Source: an optimization exercise on an open RTL-to-GDS flow (aim: small area and a short achievable clock period). Production flows keep margins and buffers that such runs may drop.
In this exercise RTL edits were held to simulation tests only and were not proved equivalent to the original.
No activity file was given, so power comes from the tool's default toggle rates.

Design adder, start of the top module:
module adder(clk, rst, in_valid, operand_1, operand_2, out_valid, Sum);
For scale: about 940 cells after synthesis, ~94 flip-flops, roughly 100 I/O pins, about 5900 µm² of cells after synthesis.
==> module adder, before the edit <==
module adder(clk, rst, in_valid, operand_1, operand_2, out_valid, Sum);
input clk;
input rst;
input in_valid;
input [31:0] operand_1;
input [31:0] operand_2;
output out_valid;
output [31:0] Sum;
reg [1:0] valid;
always @(posedge clk)
    if (rst) valid <= 0;
    else valid <= {valid[0:0], in_valid};
assign out_valid = valid[1];
wire [30:0] op2_iw = operand_2[30:0];
wire [31:0] a = operand_1;
wire [30:0] b = op2_iw;
wire [8:0] d12 = {1'b0, a[30:23]} - {1'b0, b[30:23]};
wire [7:0] d21 = b[30:23] - a[30:23];
wire [7:0] cgt = a[30:23] & ~b[30:23];
wire [7:0] ceq = ~(a[30:23] ^ b[30:23]);
wire [3:0] cgt1, ceq1;
wire [1:0] cgt2, ceq2;
genvar ci;
generate for (ci = 0; ci < 4; ci = ci + 1) begin : cmp1
    assign cgt1[ci] = cgt[2*ci+1] | (ceq[2*ci+1] & cgt[2*ci]);
    assign ceq1[ci] = ceq[2*ci+1] & ceq[2*ci];
end endgenerate
generate for (ci = 0; ci < 2; ci = ci + 1) begin : cmp2
    assign cgt2[ci] = cgt1[2*ci+1] | (ceq1[2*ci+1] & cgt1[2*ci]);
    assign ceq2[ci] = ceq1[2*ci+1] & ceq1[2*ci];
end endgenerate
wire ge = cgt2[1] | (ceq2[1] & (cgt2[0] | ceq2[0]));
wire [7:0] dd = ge ? d12[7:0] : d21;
wire [0:0] sgn_aw = a[31];
wire [7:0] emax_aw = ge ? a[30:23] : b[30:23];
wire [22:0] fb_aw = ge ? a[22:0] : b[22:0];
wire [22:0] fs_aw = ge ? b[22:0] : a[22:0];
wire [4:0] sh_aw = dd[4:0];
wire [0:0] shz_aw = (dd[7:5] != 3'd0) || (dd[4:3] == 2'b11);
wire [23:0] x0 = {1'b1, fs_aw};
wire [23:0] x1 = sh_aw[0] ? (x0 >> 1) : x0;
wire [23:0] x2 = sh_aw[1] ? (x1 >> 2) : x1;
wire [23:0] x3 = sh_aw[2] ? (x2 >> 4) : x2;
reg [0:0] sgn_s3;
reg [7:0] emax_s3;
reg [22:0] fb_s3;
reg [23:0] xs_s3;
reg [4:0] sh_s3;
reg [0:0] shz_s3;
always @(posedge clk) begin
    sgn_s3 <= sgn_aw;
    emax_s3 <= emax_aw;
    fb_s3 <= fb_aw;
    xs_s3 <= x3;
    sh_s3 <= sh_aw;
    shz_s3 <= shz_aw;
end
wire [23:0] xz3 = shz_s3 ? 24'd0 : xs_s3;
wire [23:0] x4 = sh_s3[3] ? (xz3 >> 8) : xz3;
wire [23:0] x5 = sh_s3[4] ? (x4 >> 16) : x4;
wire [23:0] sml = x5;
wire [24:0] ms;
madd u_madd(.a({1'b1, fb_s3}), .b(sml), .s(ms));
reg [0:0] sgn_c;
reg [7:0] emax_c;
reg [23:0] ms_c;
always @(posedge clk) begin
    sgn_c <= sgn_s3;
    emax_c <= emax_s3;
    ms_c <= ms[24:1];
end
wire [23:0] msn = ms_c;
wire [7:0] e = emax_c + {7'd0, msn[23]};
wire [22:0] f = msn[23] ? msn[22:0] : {msn[21:0], 1'b0};
wire [31:0] res_dw = {sgn_c, e, f};
assign Sum = res_dw;
endmodule
export LEC_CHECK = 0
export ABC_AREA = 1
export CAP_MARGIN = 20
export CORE_MARGIN = 2
export CORE_UTILIZATION = 40
export CTS_BUF_LIST = sky130_fd_sc_hd__clkbuf_4 sky130_fd_sc_hd__clkbuf_8
export SETUP_SLACK_MARGIN = 1.5
export SLEW_MARGIN = 20
create_clock -name core_clock -period 4.0 [get_ports {clk}]
standard.sh (not shown) runs the stock make flow with config.mk's settings and CLKGATE_MAP_FILE= SYNTH_SCRIPT=/design/flow/synth_recipe.tcl, a recipe that flattens the netlist after the stock synthesis.
==> flow/flow/run.sh <==
#!/bin/bash
# Standard layout with two changes:
#  - synthesis leaves the adder logic to ABC instead of first mapping it to
#    the library's full- and half-adder cells (ADDER_MAP_FILE empty); the
#    registers are not affected;
#  - plain buf_1 cells as the port buffers.
export BUFFER_PORTS_ARGS="-buffer_cell sky130_fd_sc_hd__buf_1"
bash standard.sh ADDER_MAP_FILE= finish > standard.log 2>&1
Next try:
--- a/flow/design.v
+++ b/flow/design.v
@@ -11,14 +11,17 @@
     if (rst) valid <= 0;
     else valid <= {valid[0:0], in_valid};
 assign out_valid = valid[1];
 wire [30:0] op2_iw = operand_2[30:0];
 wire [31:0] a = operand_1;
 wire [30:0] b = op2_iw;
-wire [8:0] d12 = {1'b0, a[30:23]} - {1'b0, b[30:23]};
-wire [7:0] d21 = b[30:23] - a[30:23];
+wire [9:0] s12, s21;
+esub u_s12(.a({a[30:23], 1'b1}), .b({~b[30:23], 1'b1}), .s(s12));
+esub u_s21(.a({b[30:23], 1'b1}), .b({~a[30:23], 1'b1}), .s(s21));
+wire [8:0] d12 = {~s12[9], s12[8:1]};
+wire [7:0] d21 = s21[8:1];
 wire [7:0] cgt = a[30:23] & ~b[30:23];
 wire [7:0] ceq = ~(a[30:23] ^ b[30:23]);
 wire [3:0] cgt1, ceq1;
 wire [1:0] cgt2, ceq2;
 genvar ci;
 generate for (ci = 0; ci < 4; ci = ci + 1) begin : cmp1
@@ -71,12 +74,55 @@
 end
 wire [23:0] msn = ms_c;
 wire [7:0] e = emax_c + {7'd0, msn[23]};
 wire [22:0] f = msn[23] ? msn[22:0] : {msn[21:0], 1'b0};
 wire [31:0] res_dw = {sgn_c, e, f};
 assign Sum = res_dw;
+endmodule
+module esub(a, b, s);
+input [8:0] a;
+input [8:0] b;
+output [9:0] s;
+wire [8:0] g0 = a & b;
+wire [8:0] p0 = a ^ b;
+wire g1_1 = g0[1] | (p0[1] & g0[0]);
+wire p1_1 = p0[1] & p0[0];
+wire g3_1 = g0[3] | (p0[3] & g0[2]);
+wire p3_1 = p0[3] & p0[2];
+wire g5_1 = g0[5] | (p0[5] & g0[4]);
+wire p5_1 = p0[5] & p0[4];
+wire g7_1 = g0[7] | (p0[7] & g0[6]);
+wire p7_1 = p0[7] & p0[6];
+wire g2_1 = g0[2] | (p0[2] & g1_1);
+wire p2_1 = p0[2] & p1_1;
+wire g3_2 = g3_1 | (p3_1 & g1_1);
+wire p3_2 = p3_1 & p1_1;
+wire g6_1 = g0[6] | (p0[6] & g5_1);
+wire p6_1 = p0[6] & p5_1;
+wire g7_2 = g7_1 | (p7_1 & g5_1);
+wire p7_2 = p7_1 & p5_1;
+wire g4_1 = g0[4] | (p0[4] & g3_2);
+wire p4_1 = p0[4] & p3_2;
+wire g5_2 = g5_1 | (p5_1 & g3_2);
+wire p5_2 = p5_1 & p3_2;
+wire g6_2 = g6_1 | (p6_1 & g3_2);
+wire p6_2 = p6_1 & p3_2;
+wire g7_3 = g7_2 | (p7_2 & g3_2);
+wire p7_3 = p7_2 & p3_2;
+wire g8_1 = g0[8] | (p0[8] & g7_3);
+wire p8_1 = p0[8] & p7_3;
+assign s[0] = p0[0];
+assign s[1] = p0[1] ^ g0[0];
+assign s[2] = p0[2] ^ g1_1;
+assign s[3] = p0[3] ^ g2_1;
+assign s[4] = p0[4] ^ g3_2;
+assign s[5] = p0[5] ^ g4_1;
+assign s[6] = p0[6] ^ g5_2;
+assign s[7] = p0[7] ^ g6_2;
+assign s[8] = p0[8] ^ g7_3;
+assign s[9] = g8_1;
 endmodule
 module madd(a, b, s);
 input [23:0] a;
 input [23:0] b;
 output [24:0] s;
 wire [23:0] g0 = a & b;
After rerunning:
- global-route usage climbs by 0.95 points
- synthesized area drops by 2.7%
- wire length drops by 2.3%
- final area drops by 1.3%
- fmax climbs by 1.2%
- setup slack improved by 0.030 ns
- via count drops by 0.96%
- count of clock-buffer cells in the layout climbs by 3
- power climbs by 2.7%
- utilization climbs by 1.2 points

## static timing again, ports no longer ideal
In the flow no input, the clock included, has a driving cell. The finished layouts below were timed again as built, in two steps. Step 1 sets driving cells, clkbuf_16 on the clock port and buf_2 on the other inputs (assumed; they add their load-dependent delay and slew). Step 2 times the ports against the registers' clock, not the clock port: input delays grow and output delays shrink by t, the midpoint of the rising clock arrivals with the driver on. Slacks: ideal ports / drivers / drivers and shift; pairs: ideal ports / drivers.
run | t, ns | setup slack, ns | worst hold slack (ns) | latest minus earliest clock arrival (ns) | worst data-port slew with drivers (ns)
the first run | 0.408 | 1.591 / 1.560 / 1.213 | 0.333 / 0.333 / 0.333 | 0.011 / 0.012 | 0.04
the second run | 0.401 | 1.621 / 1.590 / 1.236 | 0.335 / 0.335 / 0.335 | 0.012 / 0.012 | 0.04
After both steps every run listed still meets setup and hold. The setup slack of the second run, which loses most, moves by -0.031 ns with the drivers and by -0.385 ns with both steps.
